Context: an optimization exercise on an open-source flow, tuned for small area and a short achievable clock period. The choices shown serve that exercise and are no tape-out recipe.
RTL that was checked went through simulation tests only; none was proved equivalent to the original.
For run 4, only the layout was checked, not whether the RTL still works.
Power is estimated from default activity; no workload was simulated.

[design/flow/design.v]
module design_1
   (bias, bias_1, bias_2, bias_3, clk,
    in1, in1_1, in1_2, in1_3, in2, in2_1, in2_2, in2_3,
    in3, in3_1, in3_2, in3_3, in4, in4_1, in4_2, in4_3,
    mac, n_en, n_in, n_in_1, n_in_2, n_in_3,
    n_out, n_out_1, n_out_2, n_out_3,
    outen, outen_1, outen_2, outen_3, p_en,
    p_out, p_out_1, p_out_2, p_out_3, rst,
    wgh, wgh_1, wgh_2, wgh_3);
  input [15:0]bias;
  input [15:0]bias_1;
  input [15:0]bias_2;
  input [15:0]bias_3;
  input clk;
  input [15:0]in1;
  input [15:0]in1_1;
  input [15:0]in1_2;
  input [15:0]in1_3;
  input [15:0]in2;
  input [15:0]in2_1;
  input [15:0]in2_2;
  input [15:0]in2_3;
  input [15:0]in3;
  input [15:0]in3_1;
  input [15:0]in3_2;
  input [15:0]in3_3;
  input [15:0]in4;
  input [15:0]in4_1;
  input [15:0]in4_2;
  input [15:0]in4_3;
  input mac;
  input n_en;
  input [15:0]n_in;
  input [15:0]n_in_1;
  input [15:0]n_in_2;
  input [15:0]n_in_3;
  output [15:0]n_out;
  output [15:0]n_out_1;
  output [15:0]n_out_2;
  output [15:0]n_out_3;
  output outen;
  output outen_1;
  output outen_2;
  output outen_3;
  input p_en;
  output [15:0]p_out;
  output [15:0]p_out_1;
  output [15:0]p_out_2;
  output [15:0]p_out_3;
  input rst;
  input [15:0]wgh;
  input [15:0]wgh_1;
  input [15:0]wgh_2;
  input [15:0]wgh_3;
  neuron neuron_0 (.clk(clk), .rst(rst), .en(n_en), .mac(mac),
    .n_in(n_in),   .wgh(wgh),   .bias(bias),   .n_out(n_out));
  neuron neuron_1 (.clk(clk), .rst(rst), .en(n_en), .mac(mac),
    .n_in(n_in_1), .wgh(wgh_1), .bias(bias_1), .n_out(n_out_1));
  neuron neuron_2 (.clk(clk), .rst(rst), .en(n_en), .mac(mac),
    .n_in(n_in_2), .wgh(wgh_2), .bias(bias_2), .n_out(n_out_2));
  neuron neuron_3 (.clk(clk), .rst(rst), .en(n_en), .mac(mac),
    .n_in(n_in_3), .wgh(wgh_3), .bias(bias_3), .n_out(n_out_3));
  pooling pooling_0 (.clk(clk), .en(p_en), .in1(in1),   .in2(in2),   .in3(in3),   .in4(in4),   .p_out(p_out),   .outen(outen));
  pooling pooling_1 (.clk(clk), .en(p_en), .in1(in1_1), .in2(in2_1), .in3(in3_1), .in4(in4_1), .p_out(p_out_1), .outen(outen_1));
  pooling pooling_2 (.clk(clk), .en(p_en), .in1(in1_2), .in2(in2_2), .in3(in3_2), .in4(in4_2), .p_out(p_out_2), .outen(outen_2));
  pooling pooling_3 (.clk(clk), .en(p_en), .in1(in1_3), .in2(in2_3), .in3(in3_3), .in4(in4_3), .p_out(p_out_3), .outen(outen_3));
endmodule
module neuron(
  input [15:0] n_in,
  input [15:0] wgh,
  input [15:0] bias,
  input clk,
  input en,
  input rst,
  input mac,
  output [15:0] n_out
);
  reg [14:0] a;          
  reg [7:0]  one, two;   
  reg [6:0]  neg;        
  reg        ts;         
  reg [7:0]  tlo;        
  reg [6:0]  th0, th1;   
  reg        tci;        
  reg [15:0] sum;
  reg        tsum;       
  reg [14:0] nout;
  function [29:0] prefix15(input [14:0] g, input [14:0] p);
    reg [14:0] G, P, Gn, Pn;
    integer i, k;
    begin
      G = g; P = p;
      for (k = 1; k < 15; k = k * 2) begin
        Gn = G; Pn = P;
        for (i = k; i < 15; i = i + 1) begin
          Gn[i] = G[i] | (P[i] & G[i-k]);
          Pn[i] = P[i] & P[i-k];
        end
        G = Gn; P = Pn;
      end
      prefix15 = {P, G};
    end
  endfunction
  wire [17:0] bb = {2'b00, wgh[14:0], 1'b0};
  reg  [7:0]  one_d, two_d;
  reg  [6:0]  neg_d;
  integer k;
  always @* begin
    for (k = 0; k < 8; k = k + 1) begin
      one_d[k] = bb[2*k+1] ^ bb[2*k];
      two_d[k] = (bb[2*k+2] & ~bb[2*k+1] & ~bb[2*k]) | (~bb[2*k+2] & bb[2*k+1] & bb[2*k]);
      if (k < 7) neg_d[k] = bb[2*k+2];
    end
  end
  wire [7:0] plo;
  wire [6:0] ph0, ph1;
  wire       pci;
  mul15x15_booth_split mul (.a(a), .one(one), .two(two), .neg(neg),
    .lo(plo), .hi0(ph0), .hi1(ph1), .ci(pci));
  wire [6:0]  thi = th0 + th1 + tci;
  wire [15:0] temp = {ts, thi, tlo};
  wire [15:0] x  = mac ? bias : temp;
  wire [14:0] sm = sum[14:0];
  wire [14:0] xm = x[14:0];
  wire [14:0] pd = sm ^ ~xm;
  wire [29:0] d  = prefix15(sm & ~xm, pd);
  wire [14:0] gd = d[14:0], ad = d[29:15];
  wire        gt = gd[14];
  wire        eq = ad[14];
  wire [14:0] dif = gt ? (pd ^ {gd[13:0] | ad[13:0], 1'b1}) : ~(pd ^ {gd[13:0], 1'b0});
  wire [14:0] pa = sm ^ xm;
  wire [29:0] s  = prefix15(sm & xm, pa);
  wire [15:0] add = {s[14], pa ^ {s[13:0], 1'b0}};
  wire        same = sum[15] == x[15];
  wire [15:0] nsum = same ? {sum[15], (tsum == sum[15]) ? add[14:0] : 15'h7f80}
                          : {gt ? sum[15] : x[15], dif};
  always @(posedge clk) begin
    if (rst) begin
      a <= 0; one <= 0; two <= 0; neg <= 0;
      ts <= 0; tlo <= 0; th0 <= 0; th1 <= 0; tci <= 0; sum <= 0; tsum <= 0; nout <= 0;
    end else if (en) begin
      tsum <= sum[15] ^ x[15] ^ add[15];
      if (!eq) sum <= nsum;
      if (mac) begin
        nout <= sum[15] ? 15'd0 : sum[14:0];
      end else begin
        a <= n_in[14:0];
        one <= one_d; two <= two_d; neg <= neg_d;
        ts <= n_in[15] ^ wgh[15];
        tlo <= plo; th0 <= ph0; th1 <= ph1; tci <= pci;
      end
    end
  end
  assign n_out = {1'b0, nout};
endmodule
module pooling(
  input clk,
  input [15:0] in1,
  input [15:0] in2,
  input [15:0] in3,
  input [15:0] in4,
  input en,
  output reg [15:0] p_out,
  output reg outen
);
  wire c12 = in1 < in2, c13 = in1 < in3, c14 = in1 < in4;
  wire c23 = in2 < in3, c24 = in2 < in4, c34 = in3 < in4;
  wire s1 = ~c12 & ~c13 & ~c14;
  wire s2 =  c12 & ~c23 & ~c24;
  wire s3 =  c13 &  c23 & ~c34;
  wire s4 = ~(s1 | s2 | s3);
  wire v  = en && in1 != 0;
  wire [15:0] m = ({16{s1}} & in1) | ({16{s2}} & in2) | ({16{s3}} & in3) | ({16{s4}} & in4);
  always @(posedge clk) begin
    outen <= en;
    p_out <= v ? m : 16'd0;
  end
endmodule
module mul15x15_booth_split(input [14:0] a, input [7:0] one, input [7:0] two, input [6:0] neg,
  output [7:0] lo, output [6:0] hi0, output [6:0] hi1, output ci);
  wire one0 = one[0];
  wire two0 = two[0];
  wire neg0 = neg[0];
  wire m0_0 = ((one0 & a[0])) ^ neg0;
  wire m0_1 = ((one0 & a[1]) | (two0 & a[0])) ^ neg0;
  wire m0_2 = ((one0 & a[2]) | (two0 & a[1])) ^ neg0;
  wire m0_3 = ((one0 & a[3]) | (two0 & a[2])) ^ neg0;
  wire m0_4 = ((one0 & a[4]) | (two0 & a[3])) ^ neg0;
  wire m0_5 = ((one0 & a[5]) | (two0 & a[4])) ^ neg0;
  wire m0_6 = ((one0 & a[6]) | (two0 & a[5])) ^ neg0;
  wire m0_7 = ((one0 & a[7]) | (two0 & a[6])) ^ neg0;
  wire m0_8 = ((one0 & a[8]) | (two0 & a[7])) ^ neg0;
  wire m0_9 = ((one0 & a[9]) | (two0 & a[8])) ^ neg0;
  wire m0_10 = ((one0 & a[10]) | (two0 & a[9])) ^ neg0;
  wire m0_11 = ((one0 & a[11]) | (two0 & a[10])) ^ neg0;
  wire m0_12 = ((one0 & a[12]) | (two0 & a[11])) ^ neg0;
  wire m0_13 = ((one0 & a[13]) | (two0 & a[12])) ^ neg0;
  wire m0_14 = ((one0 & a[14]) | (two0 & a[13])) ^ neg0;
  wire m0_15 = ((two0 & a[14])) ^ neg0;
  wire one1 = one[1];
  wire two1 = two[1];
  wire neg1 = neg[1];
  wire m1_0 = ((one1 & a[0])) ^ neg1;
  wire m1_1 = ((one1 & a[1]) | (two1 & a[0])) ^ neg1;
  wire m1_2 = ((one1 & a[2]) | (two1 & a[1])) ^ neg1;
  wire m1_3 = ((one1 & a[3]) | (two1 & a[2])) ^ neg1;
  wire m1_4 = ((one1 & a[4]) | (two1 & a[3])) ^ neg1;
  wire m1_5 = ((one1 & a[5]) | (two1 & a[4])) ^ neg1;
  wire m1_6 = ((one1 & a[6]) | (two1 & a[5])) ^ neg1;
  wire m1_7 = ((one1 & a[7]) | (two1 & a[6])) ^ neg1;
  wire m1_8 = ((one1 & a[8]) | (two1 & a[7])) ^ neg1;
  wire m1_9 = ((one1 & a[9]) | (two1 & a[8])) ^ neg1;
  wire m1_10 = ((one1 & a[10]) | (two1 & a[9])) ^ neg1;
  wire m1_11 = ((one1 & a[11]) | (two1 & a[10])) ^ neg1;
  wire m1_12 = ((one1 & a[12]) | (two1 & a[11])) ^ neg1;
  wire m1_13 = ((one1 & a[13]) | (two1 & a[12])) ^ neg1;
  wire m1_14 = ((one1 & a[14]) | (two1 & a[13])) ^ neg1;
  wire m1_15 = ((two1 & a[14])) ^ neg1;
  wire one2 = one[2];
  wire two2 = two[2];
  wire neg2 = neg[2];
  wire m2_0 = ((one2 & a[0])) ^ neg2;
  wire m2_1 = ((one2 & a[1]) | (two2 & a[0])) ^ neg2;
  wire m2_2 = ((one2 & a[2]) | (two2 & a[1])) ^ neg2;
  wire m2_3 = ((one2 & a[3]) | (two2 & a[2])) ^ neg2;
  wire m2_4 = ((one2 & a[4]) | (two2 & a[3])) ^ neg2;
  wire m2_5 = ((one2 & a[5]) | (two2 & a[4])) ^ neg2;
  wire m2_6 = ((one2 & a[6]) | (two2 & a[5])) ^ neg2;
  wire m2_7 = ((one2 & a[7]) | (two2 & a[6])) ^ neg2;
  wire m2_8 = ((one2 & a[8]) | (two2 & a[7])) ^ neg2;
  wire m2_9 = ((one2 & a[9]) | (two2 & a[8])) ^ neg2;
  wire m2_10 = ((one2 & a[10]) | (two2 & a[9])) ^ neg2;
  wire m2_11 = ((one2 & a[11]) | (two2 & a[10])) ^ neg2;
  wire m2_12 = ((one2 & a[12]) | (two2 & a[11])) ^ neg2;
  wire m2_13 = ((one2 & a[13]) | (two2 & a[12])) ^ neg2;
  wire m2_14 = ((one2 & a[14]) | (two2 & a[13])) ^ neg2;
  wire m2_15 = ((two2 & a[14])) ^ neg2;
  wire one3 = one[3];
  wire two3 = two[3];
  wire neg3 = neg[3];
  wire m3_0 = ((one3 & a[0])) ^ neg3;
  wire m3_1 = ((one3 & a[1]) | (two3 & a[0])) ^ neg3;
  wire m3_2 = ((one3 & a[2]) | (two3 & a[1])) ^ neg3;
  wire m3_3 = ((one3 & a[3]) | (two3 & a[2])) ^ neg3;
  wire m3_4 = ((one3 & a[4]) | (two3 & a[3])) ^ neg3;
  wire m3_5 = ((one3 & a[5]) | (two3 & a[4])) ^ neg3;
  wire m3_6 = ((one3 & a[6]) | (two3 & a[5])) ^ neg3;
  wire m3_7 = ((one3 & a[7]) | (two3 & a[6])) ^ neg3;
  wire m3_8 = ((one3 & a[8]) | (two3 & a[7])) ^ neg3;
  wire m3_9 = ((one3 & a[9]) | (two3 & a[8])) ^ neg3;
  wire m3_10 = ((one3 & a[10]) | (two3 & a[9])) ^ neg3;
  wire m3_11 = ((one3 & a[11]) | (two3 & a[10])) ^ neg3;
  wire m3_12 = ((one3 & a[12]) | (two3 & a[11])) ^ neg3;
  wire m3_13 = ((one3 & a[13]) | (two3 & a[12])) ^ neg3;
  wire m3_14 = ((one3 & a[14]) | (two3 & a[13])) ^ neg3;
  wire m3_15 = ((two3 & a[14])) ^ neg3;
  wire one4 = one[4];
  wire two4 = two[4];
  wire neg4 = neg[4];
  wire m4_0 = ((one4 & a[0])) ^ neg4;
  wire m4_1 = ((one4 & a[1]) | (two4 & a[0])) ^ neg4;
  wire m4_2 = ((one4 & a[2]) | (two4 & a[1])) ^ neg4;
  wire m4_3 = ((one4 & a[3]) | (two4 & a[2])) ^ neg4;
  wire m4_4 = ((one4 & a[4]) | (two4 & a[3])) ^ neg4;
  wire m4_5 = ((one4 & a[5]) | (two4 & a[4])) ^ neg4;
  wire m4_6 = ((one4 & a[6]) | (two4 & a[5])) ^ neg4;
  wire m4_7 = ((one4 & a[7]) | (two4 & a[6])) ^ neg4;
  wire m4_8 = ((one4 & a[8]) | (two4 & a[7])) ^ neg4;
  wire m4_9 = ((one4 & a[9]) | (two4 & a[8])) ^ neg4;
  wire m4_10 = ((one4 & a[10]) | (two4 & a[9])) ^ neg4;
  wire m4_11 = ((one4 & a[11]) | (two4 & a[10])) ^ neg4;
  wire m4_12 = ((one4 & a[12]) | (two4 & a[11])) ^ neg4;
  wire m4_13 = ((one4 & a[13]) | (two4 & a[12])) ^ neg4;
  wire one5 = one[5];
  wire two5 = two[5];
  wire neg5 = neg[5];
  wire m5_0 = ((one5 & a[0])) ^ neg5;
  wire m5_1 = ((one5 & a[1]) | (two5 & a[0])) ^ neg5;
  wire m5_2 = ((one5 & a[2]) | (two5 & a[1])) ^ neg5;
  wire m5_3 = ((one5 & a[3]) | (two5 & a[2])) ^ neg5;
  wire m5_4 = ((one5 & a[4]) | (two5 & a[3])) ^ neg5;
  wire m5_5 = ((one5 & a[5]) | (two5 & a[4])) ^ neg5;
  wire m5_6 = ((one5 & a[6]) | (two5 & a[5])) ^ neg5;
  wire m5_7 = ((one5 & a[7]) | (two5 & a[6])) ^ neg5;
  wire m5_8 = ((one5 & a[8]) | (two5 & a[7])) ^ neg5;
  wire m5_9 = ((one5 & a[9]) | (two5 & a[8])) ^ neg5;
  wire m5_10 = ((one5 & a[10]) | (two5 & a[9])) ^ neg5;
  wire m5_11 = ((one5 & a[11]) | (two5 & a[10])) ^ neg5;
  wire one6 = one[6];
  wire two6 = two[6];
  wire neg6 = neg[6];
  wire m6_0 = ((one6 & a[0])) ^ neg6;
  wire m6_1 = ((one6 & a[1]) | (two6 & a[0])) ^ neg6;
  wire m6_2 = ((one6 & a[2]) | (two6 & a[1])) ^ neg6;
  wire m6_3 = ((one6 & a[3]) | (two6 & a[2])) ^ neg6;
  wire m6_4 = ((one6 & a[4]) | (two6 & a[3])) ^ neg6;
  wire m6_5 = ((one6 & a[5]) | (two6 & a[4])) ^ neg6;
  wire m6_6 = ((one6 & a[6]) | (two6 & a[5])) ^ neg6;
  wire m6_7 = ((one6 & a[7]) | (two6 & a[6])) ^ neg6;
  wire m6_8 = ((one6 & a[8]) | (two6 & a[7])) ^ neg6;
  wire m6_9 = ((one6 & a[9]) | (two6 & a[8])) ^ neg6;
  wire one7 = one[7];
  wire two7 = two[7];
  wire m7_0 = (one7 & a[0]);
  wire m7_1 = (one7 & a[1]) | (two7 & a[0]);
  wire m7_2 = (one7 & a[2]) | (two7 & a[1]);
  wire m7_3 = (one7 & a[3]) | (two7 & a[2]);
  wire m7_4 = (one7 & a[4]) | (two7 & a[3]);
  wire m7_5 = (one7 & a[5]) | (two7 & a[4]);
  wire m7_6 = (one7 & a[6]) | (two7 & a[5]);
  wire m7_7 = (one7 & a[7]) | (two7 & a[6]);
  wire s0 = neg5 ^ m0_10;
  wire c0 = neg5 & m0_10;
  wire s1 = m0_11 ^ m1_9;
  wire c1 = m0_11 & m1_9;
  wire s2 = neg6 ^ m0_12 ^ m1_10;
  wire c2 = (neg6 & m0_12) | (neg6 & m1_10) | (m0_12 & m1_10);
  wire s3 = m2_8 ^ m3_6;
  wire c3 = m2_8 & m3_6;
  wire s4 = m0_13 ^ m1_11 ^ m2_9;
  wire c4 = (m0_13 & m1_11) | (m0_13 & m2_9) | (m1_11 & m2_9);
  wire s5 = m3_7 ^ m4_5;
  wire c5 = m3_7 & m4_5;
  wire s6 = m0_14 ^ m1_12 ^ m2_10;
  wire c6 = (m0_14 & m1_12) | (m0_14 & m2_10) | (m1_12 & m2_10);
  wire s7 = m3_8 ^ m4_6 ^ m5_4;
  wire c7 = (m3_8 & m4_6) | (m3_8 & m5_4) | (m4_6 & m5_4);
  wire s8 = m0_15 ^ m1_13 ^ m2_11;
  wire c8 = (m0_15 & m1_13) | (m0_15 & m2_11) | (m1_13 & m2_11);
  wire s9 = m3_9 ^ m4_7 ^ m5_5;
  wire c9 = (m3_9 & m4_7) | (m3_9 & m5_5) | (m4_7 & m5_5);
  wire s10 = 1'b1 ^ ~neg0 ^ m1_14;
  wire c10 = (1'b1 & ~neg0) | (1'b1 & m1_14) | (~neg0 & m1_14);
  wire s11 = m2_12 ^ m3_10 ^ m4_8;
  wire c11 = (m2_12 & m3_10) | (m2_12 & m4_8) | (m3_10 & m4_8);
  wire s12 = m5_6 ^ m6_4;
  wire c12 = m5_6 & m6_4;
  wire s13 = 1'b1 ^ m1_15 ^ m2_13;
  wire c13 = (1'b1 & m1_15) | (1'b1 & m2_13) | (m1_15 & m2_13);
  wire s14 = m3_11 ^ m4_9 ^ m5_7;
  wire c14 = (m3_11 & m4_9) | (m3_11 & m5_7) | (m4_9 & m5_7);
  wire s15 = m6_5 ^ m7_3;
  wire c15 = m6_5 & m7_3;
  wire s16 = ~neg1 ^ m2_14 ^ m3_12;
  wire c16 = (~neg1 & m2_14) | (~neg1 & m3_12) | (m2_14 & m3_12);
  wire s17 = m4_10 ^ m5_8 ^ m6_6;
  wire c17 = (m4_10 & m5_8) | (m4_10 & m6_6) | (m5_8 & m6_6);
  wire s18 = 1'b1 ^ m2_15 ^ m3_13;
  wire c18 = (1'b1 & m2_15) | (1'b1 & m3_13) | (m2_15 & m3_13);
  wire s19 = m4_11 ^ m5_9;
  wire c19 = m4_11 & m5_9;
  wire s20 = ~neg2 ^ m3_14 ^ m4_12;
  wire c20 = (~neg2 & m3_14) | (~neg2 & m4_12) | (m3_14 & m4_12);
  wire s21 = 1'b1 ^ m3_15;
  wire c21 = 1'b1 & m3_15;
  wire s22 = neg3 ^ m0_6;
  wire c22 = neg3 & m0_6;
  wire s23 = m0_7 ^ m1_5;
  wire c23 = m0_7 & m1_5;
  wire s24 = neg4 ^ m0_8 ^ m1_6;
  wire c24 = (neg4 & m0_8) | (neg4 & m1_6) | (m0_8 & m1_6);
  wire s25 = m2_4 ^ m3_2;
  wire c25 = m2_4 & m3_2;
  wire s26 = m0_9 ^ m1_7 ^ m2_5;
  wire c26 = (m0_9 & m1_7) | (m0_9 & m2_5) | (m1_7 & m2_5);
  wire s27 = m3_3 ^ m4_1;
  wire c27 = m3_3 & m4_1;
  wire s28 = m1_8 ^ m2_6 ^ m3_4;
  wire c28 = (m1_8 & m2_6) | (m1_8 & m3_4) | (m2_6 & m3_4);
  wire s29 = m4_2 ^ m5_0 ^ s0;
  wire c29 = (m4_2 & m5_0) | (m4_2 & s0) | (m5_0 & s0);
  wire s30 = m2_7 ^ m3_5 ^ m4_3;
  wire c30 = (m2_7 & m3_5) | (m2_7 & m4_3) | (m3_5 & m4_3);
  wire s31 = m5_1 ^ c0 ^ s1;
  wire c31 = (m5_1 & c0) | (m5_1 & s1) | (c0 & s1);
  wire s32 = m4_4 ^ m5_2 ^ m6_0;
  wire c32 = (m4_4 & m5_2) | (m4_4 & m6_0) | (m5_2 & m6_0);
  wire s33 = c1 ^ s3 ^ s2;
  wire c33 = (c1 & s3) | (c1 & s2) | (s3 & s2);
  wire s34 = m5_3 ^ m6_1 ^ c3;
  wire c34 = (m5_3 & m6_1) | (m5_3 & c3) | (m6_1 & c3);
  wire s35 = s5 ^ c2 ^ s4;
  wire c35 = (s5 & c2) | (s5 & s4) | (c2 & s4);
  wire s36 = m6_2 ^ m7_0 ^ c5;
  wire c36 = (m6_2 & m7_0) | (m6_2 & c5) | (m7_0 & c5);
  wire s37 = c4 ^ s6 ^ s7;
  wire c37 = (c4 & s6) | (c4 & s7) | (s6 & s7);
  wire s38 = m6_3 ^ m7_1 ^ c6;
  wire c38 = (m6_3 & m7_1) | (m6_3 & c6) | (m7_1 & c6);
  wire s39 = c7 ^ s8 ^ s9;
  wire c39 = (c7 & s8) | (c7 & s9) | (s8 & s9);
  wire s40 = m7_2 ^ s12 ^ c8;
  wire c40 = (m7_2 & s12) | (m7_2 & c8) | (s12 & c8);
  wire s41 = c9 ^ s10 ^ s11;
  wire c41 = (c9 & s10) | (c9 & s11) | (s10 & s11);
  wire s42 = c12 ^ s15 ^ c10;
  wire c42 = (c12 & s15) | (c12 & c10) | (s15 & c10);
  wire s43 = c11 ^ s13 ^ s14;
  wire c43 = (c11 & s13) | (c11 & s14) | (s13 & s14);
  wire s44 = m7_4 ^ c15 ^ c13;
  wire c44 = (m7_4 & c15) | (m7_4 & c13) | (c15 & c13);
  wire s45 = c14 ^ s16 ^ s17;
  wire c45 = (c14 & s16) | (c14 & s17) | (s16 & s17);
  wire s46 = m6_7 ^ m7_5 ^ s19;
  wire c46 = (m6_7 & m7_5) | (m6_7 & s19) | (m7_5 & s19);
  wire s47 = c16 ^ c17 ^ s18;
  wire c47 = (c16 & c17) | (c16 & s18) | (c17 & s18);
  wire s48 = m5_10 ^ m6_8 ^ m7_6;
  wire c48 = (m5_10 & m6_8) | (m5_10 & m7_6) | (m6_8 & m7_6);
  wire s49 = c19 ^ c18 ^ s20;
  wire c49 = (c19 & c18) | (c19 & s20) | (c18 & s20);
  wire s50 = m4_13 ^ m5_11 ^ m6_9;
  wire c50 = (m4_13 & m5_11) | (m4_13 & m6_9) | (m5_11 & m6_9);
  wire s51 = m7_7 ^ s21 ^ c20;
  wire c51 = (m7_7 & s21) | (m7_7 & c20) | (s21 & c20);
  wire s52 = neg2 ^ m0_4;
  wire c52 = neg2 & m0_4;
  wire s53 = m0_5 ^ m1_3;
  wire c53 = m0_5 & m1_3;
  wire s54 = m1_4 ^ m2_2 ^ m3_0;
  wire c54 = (m1_4 & m2_2) | (m1_4 & m3_0) | (m2_2 & m3_0);
  wire s55 = m2_3 ^ m3_1 ^ c22;
  wire c55 = (m2_3 & m3_1) | (m2_3 & c22) | (m3_1 & c22);
  wire s56 = m4_0 ^ c23 ^ s25;
  wire c56 = (m4_0 & c23) | (m4_0 & s25) | (c23 & s25);
  wire s57 = c25 ^ s27 ^ c24;
  wire c57 = (c25 & s27) | (c25 & c24) | (s27 & c24);
  wire s58 = c27 ^ c26 ^ s28;
  wire c58 = (c27 & c26) | (c27 & s28) | (c26 & s28);
  wire s59 = c28 ^ s30 ^ c29;
  wire c59 = (c28 & s30) | (c28 & c29) | (s30 & c29);
  wire s60 = c30 ^ s32 ^ c31;
  wire c60 = (c30 & s32) | (c30 & c31) | (s32 & c31);
  wire s61 = c32 ^ s34 ^ c33;
  wire c61 = (c32 & s34) | (c32 & c33) | (s34 & c33);
  wire s62 = c34 ^ s36 ^ c35;
  wire c62 = (c34 & s36) | (c34 & c35) | (s36 & c35);
  wire s63 = c36 ^ c37 ^ s38;
  wire c63 = (c36 & c37) | (c36 & s38) | (c37 & s38);
  wire s64 = c38 ^ c39 ^ s40;
  wire c64 = (c38 & c39) | (c38 & s40) | (c39 & s40);
  wire s65 = c40 ^ c41 ^ s42;
  wire c65 = (c40 & c41) | (c40 & s42) | (c41 & s42);
  wire s66 = c42 ^ c43 ^ s44;
  wire c66 = (c42 & c43) | (c42 & s44) | (c43 & s44);
  wire s67 = c44 ^ s46 ^ c45;
  wire c67 = (c44 & s46) | (c44 & c45) | (s46 & c45);
  wire s68 = s48 ^ c46 ^ c47;
  wire c68 = (s48 & c46) | (s48 & c47) | (c46 & c47);
  wire s69 = c48 ^ s50 ^ c49;
  wire c69 = (c48 & s50) | (c48 & c49) | (s50 & c49);
  wire s70 = neg1 ^ m0_2;
  wire c70 = neg1 & m0_2;
  wire s71 = m0_3 ^ m1_1;
  wire c71 = m0_3 & m1_1;
  wire s72 = m1_2 ^ m2_0 ^ s52;
  wire c72 = (m1_2 & m2_0) | (m1_2 & s52) | (m2_0 & s52);
  wire s73 = m2_1 ^ c52 ^ s53;
  wire c73 = (m2_1 & c52) | (m2_1 & s53) | (c52 & s53);
  wire s74 = c53 ^ s22 ^ s54;
  wire c74 = (c53 & s22) | (c53 & s54) | (s22 & s54);
  wire s75 = s23 ^ c54 ^ s55;
  wire c75 = (s23 & c54) | (s23 & s55) | (c54 & s55);
  wire s76 = s24 ^ c55 ^ s56;
  wire c76 = (s24 & c55) | (s24 & s56) | (c55 & s56);
  wire s77 = s26 ^ c56 ^ s57;
  wire c77 = (s26 & c56) | (s26 & s57) | (c56 & s57);
  wire s78 = c57 ^ s29 ^ s58;
  wire c78 = (c57 & s29) | (c57 & s58) | (s29 & s58);
  wire s79 = s31 ^ c58 ^ s59;
  wire c79 = (s31 & c58) | (s31 & s59) | (c58 & s59);
  wire s80 = s33 ^ c59 ^ s60;
  wire c80 = (s33 & c59) | (s33 & s60) | (c59 & s60);
  wire s81 = s35 ^ c60 ^ s61;
  wire c81 = (s35 & c60) | (s35 & s61) | (c60 & s61);
  wire s82 = s37 ^ c61 ^ s62;
  wire c82 = (s37 & c61) | (s37 & s62) | (c61 & s62);
  wire s83 = s39 ^ c62 ^ s63;
  wire c83 = (s39 & c62) | (s39 & s63) | (c62 & s63);
  wire s84 = s41 ^ c63 ^ s64;
  wire c84 = (s41 & c63) | (s41 & s64) | (c63 & s64);
  wire s85 = s43 ^ c64 ^ s65;
  wire c85 = (s43 & c64) | (s43 & s65) | (c64 & s65);
  wire s86 = s45 ^ c65 ^ s66;
  wire c86 = (s45 & c65) | (s45 & s66) | (c65 & s66);
  wire s87 = s47 ^ c66 ^ s67;
  wire c87 = (s47 & c66) | (s47 & s67) | (c66 & s67);
  wire s88 = s49 ^ c67 ^ s68;
  wire c88 = (s49 & c67) | (s49 & s68) | (c67 & s68);
  wire s89 = s51 ^ c68 ^ s69;
  wire c89 = (s51 & c68) | (s51 & s69) | (c68 & s69);
  wire [21:0] r0 = {c88, c87, c86, c85, c84, c83, c82, c81, c80, c79, c78, c77, c76, c75, c74, c73, c72, c71, c70, m1_0, m0_1, neg0};
  wire [21:0] r1 = {s89, s88, s87, s86, s85, s84, s83, s82, s81, s80, s79, s78, s77, s76, s75, s74, s73, s72, s71, s70, 1'b0, m0_0};
  wire [14:0] x = r0[14:0], y = r1[14:0];
  wire [14:0] g0 = x & y, p0 = x ^ y;
  wire [14:0] g1 = g0 | (p0 & {x[13:0], 1'b0} & {y[13:0], 1'b0});
  wire [14:0] p1 = p0 & {p0[13:0], 1'b1};
  wire [14:0] g2, p2;
  assign g2 = g1 | (p1 & {g1[12:0], 2'b0});
  assign p2 = p1 & {p1[12:0], {2{1'b1}}};
  wire [14:0] g4, p4;
  assign g4 = g2 | (p2 & {g2[10:0], 4'b0});
  assign p4 = p2 & {p2[10:0], {4{1'b1}}};
  wire [14:0] g8, p8;
  assign g8 = g4 | (p4 & {g4[6:0], 8'b0});
  assign p8 = p4 & {p4[6:0], {8{1'b1}}};
  wire [14:0] sl = p0 ^ {g8[13:0], 1'b0};
  assign lo = sl[14:7];
  assign ci = g8[14];
  assign hi0 = r0[21:15];
  assign hi1 = r1[21:15];
endmodule
[design/flow/flow/run.sh]
#!/bin/bash
# The standard layout, with the ports buffered by the smallest plain buffer
# (buffer_ports otherwise picks a clkdlybuf4s50_1 delay cell for every port).
set -euo pipefail
export BUFFER_PORTS_ARGS="-buffer_cell sky130_fd_sc_hd__buf_1"
bash standard.sh > standard.log 2>&1
[design/flow/standard.sh]
#!/bin/bash
# synth_recipe.tcl (not shown) runs the flow's synth.tcl, then flattens the netlist and writes it again
# the make line also repeats each setting of config.mk as NAME=value (left out here)
make -C /OpenROAD-flow-scripts/flow DESIGN_CONFIG=/design/flow/config.mk WORK_HOME=/design/flow/orfs CLKGATE_MAP_FILE= SYNTH_SCRIPT=/design/flow/synth_recipe.tcl "${@:-finish}"
[design/flow/config.mk]
export PLATFORM = sky130hd
export DESIGN_NAME = design_1
export DESIGN_NICKNAME = design_1
export VERILOG_FILES = /design/flow/design.v
export SDC_FILE = /design/flow/constraint.sdc
export NUM_CORES = 4
export LEC_CHECK = 0
export CAP_MARGIN = 20
export CORE_MARGIN = 2
export CORE_UTILIZATION = 40
export PLACE_DENSITY = 0.6
export SETUP_SLACK_MARGIN = 4.5
export SLEW_MARGIN = 20
export TNS_END_PERCENT = 20
[design/flow/constraint.sdc]
create_clock -name core_clock -period 9.0 [get_ports {clk}]
set_input_delay 1.8000 -clock core_clock [delete_from_list [all_inputs] [get_ports {clk}]]
set_output_delay 1.8000 -clock core_clock [all_outputs]
set_load 0.01 [all_outputs]
==> reports/metrics.yaml, run 1 <==
logic_synthesis:
  async_flop_share: 0
  synth-edff-count: 0
  syn_avg_cell_area_sq_um: 8.23
  yosysTopAreaCell: "dfxtp_1"
  syn_inst: 6277
  yosysMostFrequentCell: "inv_1"
  synth_area_sq_um: 51700
  yosys_register_bits: 441
  ys_seq_area_frac: 0.171
  netlist_top_cells_count: "656 x inv_1, 644 x ha_1, 532 x nand2_1"
  synth_ff_type: "dfxtp_1"
  yosysWarnings: 2
  yosys.area.top_type_share: 0.171
  yosys-top-cells-area: "dfxtp_1 17%, ha_1 16%, fa_1 11%"
  yosys.cell_types.count: 108
setup_path:
  path_class: "in -> reg"
  critPathMaxFanout: 23
  worstPathCellList: "clkbuf_16 -> buf_16 -> mux2_2 -> ha_1 -> or4b_4 -> nor2_4 -> and3_4 -> nor4_4 -> buf_12 -> o21a_1 -> a221o_1 -> nand3_1 -> a21oi_1"
  required_ns: 9.51
  critPathSlowestCell: "or4b_4"
  end_kind: "flip-flop"
  slowest_delay_ns: 0.55
  cp-start-kind: "input port"
  arrival_ns: 4.93
sta:
  final.setup_skew_ns: 0.0204
  fin_tns_setup_ns: 0
  worstMarginPinSlew_ns: 1.15
  min_period_ns: 4.41
  setup_viol_count_final: 0
  hold_viol_final: 0
  timing.fmax_ghz: 0.227
  setup_ws_ns: 4.59
  rsz0062_at_grt: "true"
  holdWs_ns: 0.452
  slew-limit-headroom: 0.231
  timing.final.crit_share: 0.490
  final_max_slew_viol_count: 0
pwr:
  cellPowerDensity_nw_per_um2: 182
  p_leak_uw: 0.0246
  irDropWorstVdd_mv: 0.156
cts:
  cts.sinks: 441
  clk_pin_slew_worst_paths_ns: 0.05
  cts_buffers: 58
  cts.path.max_buffers: 3
  clk_latency_ns: 0.67
  cts_tree: "done"
  root_buffer: "clkbuf_16"
  ctsHtreeMaxLevel: 2
  hold_buffers: 0
place:
  dpl_cell_area_sq_um: 54700
  dp_cells: 8133
  dp.final_hpwl_um: 131000
  dp_slack_ns: 2.60
  io_buffers: 580
  place_congestion: 0.967
floorplan:
  coreArea_sq_um: 128000
  ios: 585
  die_area_sq_um: 132000
  row_count: 131
  fp.dieH_um: 363
  die_w_um: 363
  start_util: 0.404
detailed_routing:
  totalWireLength_um: 171000
  num_vias: 47100
  drcViolationCount: 0
  wl_per_cell_um: 20.6
  viasPerCell: 5.68
  first_pass_iters: 6
  drt_iter0_drc: 3874
  drtAntennaViolNets: 0
outcome:
  status: "finished clean"
grt:
  antenna_found_initial: 37
  grt_pass1_vias: 45400
  grtUsageTotal: 0.249
  grt_max_degree: 195
  global_route.overflow_total: 0
  grt_pass1_wl_um: 264000
layout:
  syn_to_final_growth_pct: 11.7
  drive_above_1_share: 0.0657
  final_cells: 8293
  postLayoutCellArea_sq_um: 57700
  nNetsFinal: 7946
job:
  cap_violations: 0
worst_hold_path:
  min_path_type: "reg -> reg"
-- cells in the final DEF (no fill, tap or decap), drive strengths merged, types with 22 or more instances in the layout --
cell type  synthesis  final
and3              25     25
nor3b             64     64
a21o             154    154
a31oi             44     44
xnor2            321    321
mux2              25     25
nor3              68     68
a32o              67     67
nand3             68     68
xor2             207    207
a311oi            29     29
o21ai            168    168
nand4             44     44
clkbuf           378     81
nand3b            24     24
o211ai            40     40
nand2b            53     53
ha               644    644
a211oi            74     74
nand2            532    532
nor4              36     36
a21oi            503    504
nor2             324    324
a211o             22     22
o21bai            29     29
fa               284    284
inv              662    664
mux2i             69     69
dfxtp            441    441
nor2b             53     53
a22oi            379    379
buf               75    673
a221o             78     78
-- per-layer routing --
metal / GRT usage / routed length (um) / vias to the layer above
met5: 0 / 201 / -
met4: 0.0796 / 4990 / 30
met3: 0.0398 / 11600 / 276
met2: 0.388 / 75000 / 1522
met1: 0.351 / 79200 / 22500
li1: - / - / 22700
-- flip-flops by register name, summed over array words and instances (netlist names), 15 cells and up --
register / cells
neuron_0.nout: 15
pooling_0.p_out: 16
neuron_0.sum: 16
neuron_2.a: 15
neuron_0.a: 15
neuron_1.nout: 15
neuron_1.sum: 16
neuron_1.a: 15
pooling_2.p_out: 16
neuron_3.sum: 16
pooling_3.p_out: 16
neuron_2.nout: 15
neuron_3.a: 15
pooling_1.p_out: 16
neuron_3.nout: 15
neuron_2.sum: 16
-- where the power goes --
part | total, uW | internal [uW] | leakage (uW) | switching (uW)
clock network | 2590 | 1600 | 0.00103 | 991
logic | 5330 | 2210 | 0.0199 | 3120
registers | 2600 | 2200 | 0.00364 | 401
-- cell type report --
cell class | count | area, sq um
Timing Repair Buffer | 678 | 3090
Tap cell | 1662 | 2080
Inverter | 662 | 2480
Antenna cell | 21 | 52.6
Fill cell | 12900 | 70100
Clock buffer | 76 | 1660
Sequential cell | 441 | 8920
Multi-Input combinational cell | 4724 | 39000
Clock inverter | 29 | 444
-- stage by stage --
stage                     total power [uW]  utilization
after floorplan                       6180            -
after global placement                7560        0.427
after detailed placement              7600        0.427
after CTS                            10300        0.445
after global routing                 11300        0.451
final                                10500        0.451
-- logic make-up (layout without fill, tap and decap cells) --
kind of cell               after synthesis  count (layout)  synth area share
DFF                                    441             441             0.171
xor gates and xnor gates               528             528            0.0895
AOI/OAI and AO/OA                     1800            1801             0.243
and+or+nand+nor                       1369            1369             0.127
adders and majority gates              928             928             0.266
muxes                                   94              94            0.0189
buffers and inverters                 1116            1445            0.0842
other                                    1              25         0.0000726
-- worst max-delay path, delay by kind of cell --
family                     cells  cell delay [ns]
AOI/OAI and AO/OA              3             0.60
adders and majority gates      1             0.41
muxes                          1             0.40
buffers and inverters          3             0.60
and+or+nand+nor                5             1.04
-- worst paths after layout --
path	from	to	slack [ns]	depth (start not counted)
setup reg to reg	neuron_2.one[0]	neuron_2.tlo[7]	4.64	16
setup / recovery	mac	neuron_1.sum[4]	4.59	13
hold reg to reg	neuron_1.tlo[2]	neuron_1.tlo[2]	0.45	2
hold / removal	neuron_1.tlo[2]	neuron_1.tlo[2]	0.45	2
-- repair_timing --
action | CTS | global route
gates resized for setup | 30 | 136
gates cloned | 0 | 6
pin swaps | 3 | 21
buffers inserted | 9 | 19
setup endpoints to repair | 74 | 94
==> inputs of run 2 (changes only) <==
--- a/design/flow/config.mk
+++ b/design/flow/config.mk
@@ -7,8 +7,7 @@
 export LEC_CHECK = 0
 export CAP_MARGIN = 20
 export CORE_MARGIN = 2
-export CORE_UTILIZATION = 40
-export PLACE_DENSITY = 0.6
+export CORE_UTILIZATION = 45
+export PLACE_DENSITY = 0.65
 export SETUP_SLACK_MARGIN = 4.5
 export SLEW_MARGIN = 20
-export TNS_END_PERCENT = 20
==> run 2 against run 1 <==
Compared with the run above: area after synthesis did not move; synthesized cell count did not move; first-iteration DRC count fell by 6.5%; global-route usage rose by 2.3 points; die area fell by 11%; critical path depth rose by 1; clock skew rose by 0.018 ns; register-to-register slack barely moved; via count rose by 0.63%; sequential share of layout area rose by 0.10 points; setup slack improved by 0.0071 ns; critical endpoint is now neuron_3.sum[5]; largest cell class unchanged.
==> reports/metrics.yaml, run 2 <==
outcome:
  status: "finished clean"
floorplan:
  ios: 585  # unchanged
  start_util: 0.453  # +0.0489
  die_area_sq_um: 118000  # -11%
  die_w_um: 343  # -5.7%
  coreArea_sq_um: 114000  # -11%
  fp.dieH_um: 343  # -5.7%
  row_count: 124  # -5.3%
layout:
  final_common_cell: "inv_1"
  postLayoutCellArea_sq_um: 57500  # -0.33%
  drive_above_1_share: 0.0687  # +0.00308
  nNetsFinal: 7923  # -0.29%
  syn_to_final_growth_pct: 11.3
  layout_common_cells: "656 x inv_1, 626 x ha_1, 578 x buf_1"
place:
  io_buffers: 580  # unchanged
  dp.final_hpwl_um: 126000  # -4.2%
  place_congestion: 0.952  # -1.6%
  dpl_cell_area_sq_um: 54400  # -0.42%
detailed_routing:
  drcViolationCount: 0  # unchanged
  totalWireLength_um: 164000  # -3.9%
  wl_met2_um: 73800  # -1.7%
  viasPerCell: 5.84  # +2.8%
  wl_per_cell_um: 20.2  # -1.8%
  met3_length_um: 11000  # -5.4%
  num_vias: 47400  # +0.63%
  dr.max_layer_used: "met5"
  drtAntennaViolNets: 0  # unchanged
  first_pass_iters: 6  # unchanged
  drt_iter0_drc: 3623  # -6.5%
  met1Wirelength_um: 75300  # -4.9%
logic_synthesis:
  yosys-top-cells-area: "dfxtp_1 17%, ha_1 16%, fa_1 11%"
  yosys.area.top_type_share: 0.171  # unchanged
  async_flop_share: 0  # unchanged
  synth-edff-count: 0  # unchanged
  ys_seq_area_frac: 0.171  # unchanged
  yosys.cell_types.count: 108  # unchanged
  synth_area_sq_um: 51700  # unchanged
  yosys_register_bits: 441  # unchanged
  yosysMostFrequentCell: "inv_1"
  yosysTopAreaCell: "dfxtp_1"
  syn_inst: 6277  # unchanged
  netlist_top_cells_count: "656 x inv_1, 644 x ha_1, 532 x nand2_1"
  yosysWarnings: 2  # unchanged
  syn_avg_cell_area_sq_um: 8.23  # unchanged
  synth_ff_type: "dfxtp_1"
setup_path:
  slowest_delay_ns: 0.43  # -0.12 ns
  rr_startpoint: "neuron_0.two[2]"
  crit_top_cell: "o211ai_1"
  ff2ff_path_depth: 14  # -2
  end_kind: "flip-flop"
  cp-start-kind: "input port"
  critPathSlowestCell: "ha_1"
  arrival_ns: 4.95  # +0.02 ns
  worstPathCellList: "clkbuf_16 -> buf_8 -> nor3_1 -> a21o_1 -> ha_1 -> inv_1 -> o211ai_1 -> a21oi_4 -> a2111oi_4 -> buf_6 -> mux2_4 -> a22o_1 -> o211ai_1 -> a21oi_1"
  rr_endpoint: "neuron_0.tlo[7]"
  critPathMaxFanout: 28  # +22%
  r2r_slack_ns: 4.64  # about the same
  required_ns: 9.54  # +0.03 ns
  path_class: "in -> reg"
cts:
  ctsHtreeMaxLevel: 2  # unchanged
  cts.sinks: 441  # unchanged
  clk_pin_slew_worst_paths_ns: 0.06  # about the same
  cts.path.max_buffers: 3  # unchanged
  cts_buffers: 56  # -3.4%
  clk_latency_ns: 0.70  # +0.03 ns
  root_buffer: "clkbuf_16"
  cts_tree: "done"
sta:
  min_period_ns: 4.41  # -0.00711 ns
  slew-limit-headroom: 0.253  # +0.0216
  fin_tns_setup_ns: 0  # unchanged
  rsz0062_at_grt: "true"
  final.setup_skew_ns: 0.0385  # +0.0182 ns
  final_max_slew_viol_count: 0  # unchanged
  hold_viol_final: 0  # unchanged
  timing.fmax_ghz: 0.227  # +0.16%
  setup_viol_count_final: 0  # unchanged
  timing.final.crit_share: 0.490  # -0.000790
  worstMarginPinSlew_ns: 1.12  # -0.0370 ns
pwr:
  switchingPower_uw: 4500  # -0.30%
  irDropWorstVdd_mv: 0.172  # +10%
  cell_internal_pwr_uw: 5940  # -1.1%
  clkPwrFrac: 0.250  # +0.003
  pwr-share-seq: 0.248  # about the same
  comb_power_share: 0.502  # -0.004
  p_leak_uw: 0.0245  # -0.47%
  cellPowerDensity_nw_per_um2: 181  # -0.45%
  switching_share: 0.431  # +0.00208
job:
  cap_violations: 0  # unchanged
grt:
  grt_max_degree: 140  # -28%
  grtUsageTotal: 0.272  # +0.0226
  grt_pass1_wl_um: 258000  # -2.4%
  global_route.overflow_total: 0  # unchanged
  antenna_found_initial: 23  # -38%
  grt_pass1_vias: 45600  # +0.55%
worst_hold_path:
  min_path_type: "reg -> reg"
  worstHoldPathCells: 2  # unchanged
  min_to: "neuron_1.tlo[5]"
  worstHoldStart: "neuron_1.tlo[5]"
==> run 2: changes by cell type in the layout (fill, tap and decap cells not counted), moves of 5 or more <==
cell       change
ha_1           -6
mux2i_1        -8
dfxtp_1       -23
clkinv_4       +6
mux2i_2        +7
buf_4         -17
clkbuf_16      -5
dfxtp_2       +23
==> run 2: critical path, delay by kind of cell <==
| family | cells | cell delay (ns) |
|---|---|---|
| buffers and inverters | 4 | 0.92 |
| multiplexers | 1 | 0.32 |
| adder cells (fa/ha/maj) | 1 | 0.43 |
| AND/OR/NAND/NOR | 1 | 0.09 |
| AO/OA/AOI/OAI | 7 | 1.35 |
==> run 2: cell type report <==
| cell class | count | area [sq um] |
|---|---|---|
| Clock buffer | 72 | 1580 |
| Inverter | 662 | 2480 |
| Tap cell | 1512 | 1890 |
| Timing Repair Buffer | 657 | 2880 |
| Fill cell | 11100 | 56500 |
| Clock inverter | 34 | 543 |
| Multi-Input combinational cell | 4724 | 39100 |
| Sequential cell | 441 | 8950 |
| Antenna cell | 18 | 45.0 |
==> run 2: per-stage QoR <==
stage | utilization | power, uW | setup WS [ns] | hold slack, ns | cells
after floorplan | - | 6210 | 4.17 | 0.431 | 6280
after global placement | 0.477 | 7480 | 2.81 | 0.442 | 7971
after detailed placement | 0.477 | 7530 | 2.75 | 0.444 | 7971
after CTS | 0.499 | 10300 | 4.49 | 0.451 | 8091
after global routing | 0.504 | 11200 | 4.44 | 0.482 | 8118
final | 0.504 | 10400 | 4.59 | 0.451 | 8120
==> run 2: logic make-up after synthesis <==
kind of cell | after synthesis | synth area share
AND/OR/NAND/NOR | 1369 | 0.127
XOR/XNOR | 528 | 0.0895
other | 1 | 0.0000726
adder cells (fa/ha/maj) | 928 | 0.266
buffers and inverters | 1116 | 0.0842
AO/OA/AOI/OAI | 1800 | 0.243
flip-flops | 441 | 0.171
multiplexers | 94 | 0.0189
==> run 2: routing by layer <==
metal	global-route usage	vias up
met5	0	-
met4	0.0848	10
met3	0.0381	245
met2	0.428	1611
met1	0.383	22900
li1	-	22700
==> run 2: what timing repair did <==
item                                    in CTS  in global routing
setup buffers                               13                 10
endpoints found under the setup margin      70                119
cloned                                       1                  1
hold buffers                                 0                  0
gates resized for setup                     47                150
pin swaps                                    5                 11
==> run 2: power by group through the flow <==
| stage | Sequential, uW | Clock, uW | Combinational, uW |
|---|---|---|---|
| floorplan | 2390 | 0 | 3820 |
| global route | 2610 | 2730 | 5830 |
| detailed placement | 2600 | 0 | 4930 |
| finish | 2590 | 2610 | 5240 |
| global placement | 2600 | 0 | 4880 |
| CTS | 2560 | 2670 | 5070 |
==> run 2: worst max-delay path by stage <==
stage	startpoint	endpoint	slack, ns	cells past startpoint
floorplan	mac	neuron_3.sum[14]	4.17	16
global placement	mac	neuron_2.sum[12]	2.81	13
detailed placement	mac	neuron_2.sum[12]	2.75	14
CTS	mac	neuron_2.sum[12]	4.49	13
global route	mac	neuron_2.sum[14]	4.44	15
finish	mac	neuron_3.sum[5]	4.59	14
==> inputs of run 3 (changes only) <==
--- a/design/flow/config.mk
+++ b/design/flow/config.mk
@@ -11,3 +11,4 @@
 export PLACE_DENSITY = 0.65
 export SETUP_SLACK_MARGIN = 4.5
 export SLEW_MARGIN = 20
+export TNS_END_PERCENT = 20
==> run 3 against run 2 <==
Compared with the run above: hold slack barely moved; utilization fell by 0.098 points; sequential cell count unchanged; first-iteration DRC count is 7.9% higher; register-to-register slack got worse by 0.03 ns; critical path depth decreased by 1; final cell count is essentially flat; non-clock buffer count rose by 1; wire length decreased by 0.17%; die area stayed put; largest power group unchanged.
==> reports/metrics.yaml, run 3 <==
outcome:
  status: "finished clean"
logic_synthesis:
  yosys.area.top_type_share: 0.171  # unchanged
  yosysMostFrequentCell: "inv_1"
  async_flop_share: 0  # unchanged
  netlist_top_cells_count: "656 x inv_1, 644 x ha_1, 532 x nand2_1"
  yosys_register_bits: 441  # unchanged
  synth-edff-count: 0  # unchanged
  synth_ff_type: "dfxtp_1"
  yosys-top-cells-area: "dfxtp_1 17%, ha_1 16%, fa_1 11%"
  ys_seq_area_frac: 0.171  # unchanged
  syn_avg_cell_area_sq_um: 8.23  # unchanged
  yosysTopAreaCell: "dfxtp_1"
  yosysWarnings: 2  # unchanged
  synth_area_sq_um: 51700  # unchanged
  yosys.cell_types.count: 108  # unchanged
  syn_inst: 6277  # unchanged
detailed_routing:
  drt_iter0_drc: 3910  # +7.9%
  first_pass_iters: 8  # +2
  num_vias: 47300  # -0.22%
  totalWireLength_um: 164000  # -0.17%
  drtAntennaViolNets: 0  # unchanged
  viasPerCell: 5.82  # -0.25%
  wl_per_cell_um: 20.2  # -0.19%
  drcViolationCount: 0  # unchanged
cts:
  clk_pin_slew_worst_paths_ns: 0.06  # about the same
  hold_buffers: 0  # unchanged
  cts.path.max_buffers: 3  # unchanged
  cts.sinks: 441  # unchanged
  cts_tree: "done"
  clk_latency_ns: 0.66  # -0.04 ns
  root_buffer: "clkbuf_16"
  ctsHtreeMaxLevel: 2  # unchanged
  cts_buffers: 56  # unchanged
sta:
  rsz0062_at_grt: "true"
  min_period_ns: 4.52  # +0.114 ns
  holdWs_ns: 0.451  # -0.00000300 ns
  final_max_slew_viol_count: 0  # unchanged
  fin_tns_setup_ns: 0  # unchanged
  timing.fmax_ghz: 0.221  # -2.5%
  slew-limit-headroom: 0.234  # -0.0190
  hold_viol_final: 0  # unchanged
  timing.final.crit_share: 0.502  # +0.0126
  final.setup_skew_ns: 0.0308  # -0.00772 ns
  worstMarginPinSlew_ns: 1.14  # +0.0291 ns
  setup_viol_count_final: 0  # unchanged
setup_path:
  critPathLaunch: "mac"
  cp-start-kind: "input port"
  required_ns: 9.58  # +0.04 ns
  path_class: "in -> reg"
  arrival_ns: 5.10  # +0.15 ns
  critPathMaxFanout: 24  # -14%
  end_kind: "flip-flop"
  rr_startpoint: "neuron_0.tci"
layout:
  syn_to_final_growth_pct: 11.1
  layout_common_cells: "655 x inv_1, 628 x ha_1, 578 x buf_1"
  drive_above_1_share: 0.0677  # -0.00104
  final_common_cell: "inv_1"
  postLayoutCellArea_sq_um: 57400  # -0.19%
  nNetsFinal: 7923  # unchanged
pwr:
  cell_internal_pwr_uw: 5910  # -0.45%
  switching_share: 0.431  # about the same
  finalPower_uw: 10400  # -0.47%
  clkPwrFrac: 0.244  # -0.006
  cellPowerDensity_nw_per_um2: 181  # -0.28%
  switchingPower_uw: 4470  # -0.50%
  comb_power_share: 0.508  # +0.006
  irDropWorstVdd_mv: 0.146  # -15%
  p_leak_uw: 0.0245  # about the same
  pwr-share-seq: 0.249  # about the same
place:
  io_buffers: 580  # unchanged
  dp.final_hpwl_um: 125000  # -0.82%
  place_congestion: 0.972  # +2.1%
  dpl_cell_area_sq_um: 54400  # -0.12%
grt:
  grt_max_degree: 157  # +12%
  global_route.overflow_total: 0  # unchanged
  grtUsageTotal: 0.270  # -0.00212
  antenna_found_initial: 30  # +30%
  grt_pass1_vias: 45700  # +0.061%
  grt_pass1_wl_um: 257000  # -0.50%
floorplan:
  row_count: 124  # unchanged
  ios: 585  # unchanged
  coreArea_sq_um: 114000  # unchanged
  die_w_um: 343  # unchanged
  die_area_sq_um: 118000  # unchanged
  fp.dieH_um: 343  # unchanged
  start_util: 0.453  # unchanged
worst_hold_path:
  worstHoldStart: "neuron_1.tlo[5]"
  min_path_type: "reg -> reg"
job:
  cap_violations: 0  # unchanged
run 3: cell types whose count changed in the layout (fill, tap and decap cells not counted), moves of 6 or more:
| cell | previous run | this run |
|---|---|---|
| xnor2_2 | 3 | 10 |
| dfxtp_4 | 10 | 4 |
| mux2i_1 | 59 | 65 |
| a21oi_1 | 492 | 486 |
| a21oi_2 | 8 | 15 |
run 3: worst paths after layout:
| path | end | slack [ns] | cells after the start |
|---|---|---|---|
| worst max-delay path | neuron_2.sum[11] | 4.48 | 13 |
| worst min-delay path | neuron_1.tlo[5] | 0.45 | 2 |
| worst max register to register | neuron_0.sum[2] | 4.61 | 16 |
| worst min register to register | neuron_1.tlo[5] | 0.45 | 2 |
run 3: power by group through the flow:
stage	clock, uW	combinational (uW)	sequential, uW
after detailed placement	0	4910	2610
after CTS	2590	5060	2570
after global placement	0	4860	2610
final	2530	5270	2590
after floorplan	0	3790	2390
after global routing	2660	5840	2620
run 3: layer usage:
metal / vias up / share of wire / routed length, um / global-route usage
met5: - / 0.00061 / 100 / 0
met4: 14 / 0.037 / 6100 / 0.106
met3: 314 / 0.063 / 10400 / 0.0349
met2: 1580 / 0.45 / 74000 / 0.425
met1: 22700 / 0.45 / 73600 / 0.374
li1: 22700 / - / - / -
run 3: critical path: stages:
cell and delay [ns]:
clkbuf_16 0.22, buf_16 0.21, mux2i_1 0.31, ha_1 0.35
a21oi_2 0.23, o21ai_1 0.13, a2111oi_2 0.43, nor2_1 0.19
or2_2 0.35, a21oi_1 0.24, mux2i_1 0.14, a221o_1 0.31
a21oi_1 0.14
run 3: what timing repair did:
| action | in CTS | in global routing |
|---|---|---|
| buffers inserted | 14 | 13 |
| resized for setup | 57 | 142 |
| setup endpoints to repair | 76 | 123 |
| cloned | 1 | 1 |
| pin swaps | 5 | 17 |
run 3: cell type report:
cell class,count,area (sq um)
clock inverter,31,463
antenna,22,55.1
inverter,662,2480
fill,11100,56600
multi-input combinational,4723,39100
tap,1512,1890
clock buffer,73,1570
timing repair buffer,658,2900
sequential,441,8930
run 3: stage by stage:
stage                     setup slack (ns)  instances  utilization
final                                 4.48       8122        0.503
after global routing                  4.31       8122        0.503
after CTS                             4.41       8086        0.498
after detailed placement              2.66       7967        0.477
after global placement                2.70       7967        0.477
after floorplan                       4.17       6280            -
run 3: cells by family (layout without fill, tap and decap cells):
group	Yosys count	in the layout	share of synthesized area
DFF	441	441	0.171
muxes	94	94	0.0189
buffers and inverters	1116	1424	0.0842
AOI/OAI and AO/OA	1800	1800	0.243
other	1	26	0.0000726
and+or+nand+nor	1369	1369	0.127
adders and majority gates	928	928	0.266
xor gates and xnor gates	528	528	0.0895
==> inputs of run 4 (changes only) <==
--- a/design/flow/design.v
+++ b/design/flow/design.v
@@ -125,8 +125,8 @@
   wire [14:0] pd = sm ^ ~xm;
   wire [29:0] d  = prefix15(sm & ~xm, pd);
   wire [14:0] gd = d[14:0], ad = d[29:15];
-  wire        gt = gd[14];
-  wire        eq = ad[14];
+  wire        gt = sm > xm;    
+  wire        eq = sm == xm;
   wire [14:0] dif = gt ? (pd ^ {gd[13:0] | ad[13:0], 1'b1}) : ~(pd ^ {gd[13:0], 1'b0});
   wire [14:0] pa = sm ^ xm;
   wire [29:0] s  = prefix15(sm & xm, pa);
--- a/design/flow/config.mk
+++ b/design/flow/config.mk
@@ -7,8 +7,7 @@
 export LEC_CHECK = 0
 export CAP_MARGIN = 20
 export CORE_MARGIN = 2
-export CORE_UTILIZATION = 45
-export PLACE_DENSITY = 0.65
+export CORE_UTILIZATION = 40
+export PLACE_DENSITY = 0.6
 export SETUP_SLACK_MARGIN = 4.5
 export SLEW_MARGIN = 20
-export TNS_END_PERCENT = 20
==> run 4 against run 3 <==
Compared with the run above: still clean on timing, DRC and antenna; sequential share of layout area fell by 0.21 points; maximum frequency rose by 2.6%; register-to-register slack about the same; setup slack improved by 0.11 ns; total power grew 4.0%; wire length increased by 3.2%; utilization shrank 5.4 points; global-route usage decreased by 2.5 points; clock power is 3% lower; via count about the same; clock-buffer cell count is 4 higher; final cell count increased by 3.3%; critical path type unchanged.
==> reports/metrics.yaml, run 4 <==
outcome:
  status: "finished clean"
setup_path:
  arrival_ns: 4.94  # -0.16 ns
  critPathMaxFanout: 13  # -46%
  critPathLaunch: "mac"
  r2r_slack_ns: 4.62  # about the same
  end_kind: "flip-flop"
  path_class: "in -> reg"
  cp-start-kind: "input port"
  rr_startpoint: "neuron_3.th0[0]"
  ff2ff_path_depth: 20  # +4
  rr_endpoint: "neuron_3.sum[3]"
  required_ns: 9.54  # -0.04 ns
logic_synthesis:
  synth_area_sq_um: 52000  # +0.77%
  syn_inst: 6312  # +0.56%
  synth_ff_type: "dfxtp_1"
  synth_top_family_by_area: "adder cells"
  yosys.area.top_type_share: 0.170  # -0.00130
  synth-edff-count: 0  # unchanged
  netlist_top_cells_count: "656 x inv_1, 644 x ha_1, 539 x nand2_1"
  syn_avg_cell_area_sq_um: 8.25  # +0.21%
  yosys.cell_types.count: 110  # +1.9%
  yosysWarnings: 2  # unchanged
  yosys.area_share.xor_xnor: 0.0927  # +0.00319
  yosys.area_share.simple: 0.129  # +0.00254
  yosysTopAreaCell: "dfxtp_1"
  synth_mux_area_frac: 0.0202  # +0.00135
  synth_compound_area_frac: 0.240  # -0.00332
  yosys_register_bits: 441  # unchanged
  yosysMostFrequentCell: "inv_1"
  synthAdderAreaFrac: 0.264  # -0.00203
  yosys-top-cells-area: "dfxtp_1 17%, ha_1 15%, fa_1 11%"
  ys_seq_area_frac: 0.170  # -0.00130
  async_flop_share: 0  # unchanged
pwr:
  p_leak_uw: 0.0246  # +0.56%
  pwr-share-seq: 0.241  # -0.008
  cell_internal_pwr_uw: 6070  # +2.7%
  irDropWorstVdd_mv: 0.181  # +23%
  clkPwrFrac: 0.227  # -0.017
  switchingPower_uw: 4730  # +5.8%
  comb_power_share: 0.531  # +0.023
  cellPowerDensity_nw_per_um2: 186  # +2.6%
  switching_share: 0.438  # +0.00726
floorplan:
  row_count: 132  # +6.5%
  start_util: 0.402  # -0.0505
  coreArea_sq_um: 129000  # +13%
  fp.dieH_um: 365  # +6.4%
  die_area_sq_um: 133000  # +13%
  die_w_um: 365  # +6.4%
  ios: 585  # unchanged
grt:
  antenna_found_initial: 29  # -3.3%
  grtUsageTotal: 0.245  # -0.0249
  grt_pass1_vias: 45000  # -1.4%
  global_route.overflow_total: 0  # unchanged
  grt_max_degree: 164  # +4.5%
  grt_pass1_wl_um: 261000  # +1.7%
detailed_routing:
  drtAntennaViolNets: 0  # unchanged
  wl_per_cell_um: 20.2  # -0.15%
  num_vias: 47200  # -0.091%
  drt_iter0_drc: 3330  # -15%
  first_pass_iters: 8  # unchanged
  drcViolationCount: 0  # unchanged
  viasPerCell: 5.63  # -3.3%
  totalWireLength_um: 169000  # +3.2%
sta:
  holdWs_ns: 0.453  # +0.00187 ns
  min_period_ns: 4.41  # -0.114 ns
  slew-limit-headroom: 0.0960  # -0.138
  timing.fmax_ghz: 0.227  # +2.6%
  timing.final.crit_share: 0.490  # -0.0126
  final_max_slew_viol_count: 0  # unchanged
  rsz0062_at_grt: "true"
  final.setup_skew_ns: 0.0240  # -0.00678 ns
  setup_viol_count_final: 0  # unchanged
  worstMarginPinSlew_ns: 1.35  # +0.208 ns
  hold_viol_final: 0  # unchanged
  fin_tns_setup_ns: 0  # unchanged
cts:
  clk_latency_ns: 0.68  # +0.02 ns
  root_buffer: "clkbuf_16"
  hold_buffers: 0  # unchanged
  clk_pin_slew_worst_paths_ns: 0.06  # about the same
  ctsHtreeMaxLevel: 2  # unchanged
  cts_buffers: 58  # +3.6%
  cts.sinks: 441  # unchanged
  cts_tree: "done"
  cts.path.max_buffers: 3  # unchanged
layout:
  post-route-util: 0.450  # -0.0536
  nNetsFinal: 7969  # +0.58%
  drive_above_1_share: 0.0713  # +0.00360
  syn_to_final_growth_pct: 11.7
  final_common_cell: "inv_1"
  final_cells: 8393  # +3.3%
  layout_common_cells: "655 x inv_1, 617 x ha_1, 578 x buf_1"
worst_hold_path:
  min_to: "neuron_0.tlo[6]"
  min_path_type: "reg -> reg"
  worstHoldPathCells: 2  # unchanged
  worstHoldStart: "neuron_0.tlo[6]"
place:
  dp.final_hpwl_um: 130000  # +4.2%
  place_congestion: 0.945  # -2.8%
  dp_cells: 8226  # +3.3%
  io_buffers: 580  # unchanged
job:
  cap_violations: 0  # unchanged
run 4: changes by cell type in the layout (fill, tap and decap cells not counted), moves of 12 or more:
| cell | before | now |
|---|---|---|
| a22o_1 | 20 | 91 |
| a32o_1 | 67 | 5 |
| a211oi_1 | 69 | 94 |
| xnor2_1 | 310 | 332 |
| dfxtp_2 | 72 | 52 |
| o211ai_1 | 40 | 22 |
| a221oi_1 | 6 | 20 |
| dfxtp_1 | 365 | 379 |
| nor2_1 | 320 | 308 |
run 4: logic make-up (layout without fill, tap and decap cells):
group                    Yosys count  count (layout)
multiplexers                     102             102
AND/OR/NAND/NOR                 1371            1373
AO/OA/AOI/OAI                   1796            1796
flip-flops                       441             441
buffers and inverters           1122            1439
other                              1              21
adder cells (fa/ha/maj)          928             928
XOR/XNOR                         551             551
run 4: layout make-up:
| type | count | area, sq um |
|---|---|---|
| Inverter | 662 | 2490 |
| Sequential cell | 441 | 8930 |
| Clock inverter | 29 | 353 |
| Antenna cell | 17 | 42.5 |
| Multi-Input combinational cell | 4754 | 39500 |
| Fill cell | 13000 | 71200 |
| Timing Repair Buffer | 671 | 3050 |
| Clock buffer | 77 | 1610 |
| Tap cell | 1742 | 2180 |
run 4: repair_timing:
| action | in CTS | in global routing |
|---|---|---|
| resized for setup | 55 | 119 |
| pin swaps | 5 | 20 |
| setup endpoints to repair | 65 | 68 |
| gates cloned | 1 | 4 |
| buffers inserted | 13 | 26 |
run 4: how the worst max path moves through the flow:
stage                           end  depth (start not counted)
global route        neuron_3.sum[7]                         22
floorplan           neuron_3.sum[3]                         15
finish              neuron_3.sum[3]                         14
CTS                 neuron_3.tlo[6]                         14
global placement    neuron_2.sum[2]                         12
detailed placement  neuron_2.sum[2]                         12
run 4: critical path, cell delays in order:
cell	delay (ns)
clkbuf_16	0.18
clkbuf_16	0.21
mux2i_1	0.15
ha_1	0.46
nand3_2	0.13
or3_1	0.46
or3_4	0.38
o31ai_4	0.09
buf_6	0.18
mux2_4	0.31
a211o_1	0.26
and3_4	0.17
a21oi_2	0.09
nor2_1	0.05
run 4: stage by stage:
stage                     worst slack (ns)  power, uW  cell area [sq um]
after detailed placement              2.76       7980              55200
after floorplan                       4.18       6590              52400
after global routing                  4.47      11600              58200
after CTS                             4.50      10600              57500
after global placement                2.80       7940              55200
final                                 4.59      10800              58200
run 4: layer usage:
| metal | up-vias | GRT usage | wire (um) | part of all wire |
|---|---|---|---|---|
| li1 | 22800 | - | - | - |
| met1 | 22900 | 0.342 | 78700 | 0.46 |
| met2 | 1313 | 0.394 | 76700 | 0.45 |
| met3 | 208 | 0.0381 | 10400 | 0.062 |
| met4 | 10 | 0.0579 | 3530 | 0.021 |
| met5 | - | 0 | 57 | 0.00034 |
run 4: power by group through the flow:
| stage | Combinational, uW | Sequential, uW | Clock, uW |
|---|---|---|---|
| 3_3_place_gp | 5320 | 2630 | 0 |
| 5_1_grt | 6350 | 2640 | 2580 |
| 2_1_floorplan | 4190 | 2400 | 0 |
| 3_5_place_dp | 5350 | 2630 | 0 |
| 6_report | 5740 | 2610 | 2450 |
| 4_1_cts | 5510 | 2590 | 2520 |

## port drivers added, routing unchanged
The results above use ideal ports. As a check the final layouts listed here were re-extracted and re-timed, cells and wires unchanged. Step 1, drivers: a clkbuf_16 drives clk and a buf_2 each remaining input, both assumed. Step 2 moves the port delays by t, midway between the first and last clock arrival at a register: inputs arrive t later, outputs are due t later. That takes back most of the time a late clock gives input paths. Three values: ideal, step 1, step 2; two values: the first two.
run	t (ns)	setup slack, ns	hold slack, ns	worst slew at a driven data input, ns	pins driven straight from the clock port
run 1	0.739	4.586 / 4.482 / 3.743	0.452 / 0.452 / 0.452	0.17	1
run 2	0.757	4.593 / 4.614 / 3.857	0.451 / 0.451 / 0.451	0.14	1
run 3	0.720	4.479 / 4.386 / 3.666	0.451 / 0.451 / 0.451	0.16	1
run 4	0.742	4.593 / 4.541 / 3.799	0.453 / 0.453 / 0.453	0.18	1
After both steps setup and hold are still met in every run listed. For run 1, which loses most, drivers alone change the setup slack by -0.104 ns; drivers and shift together by -0.843 ns.
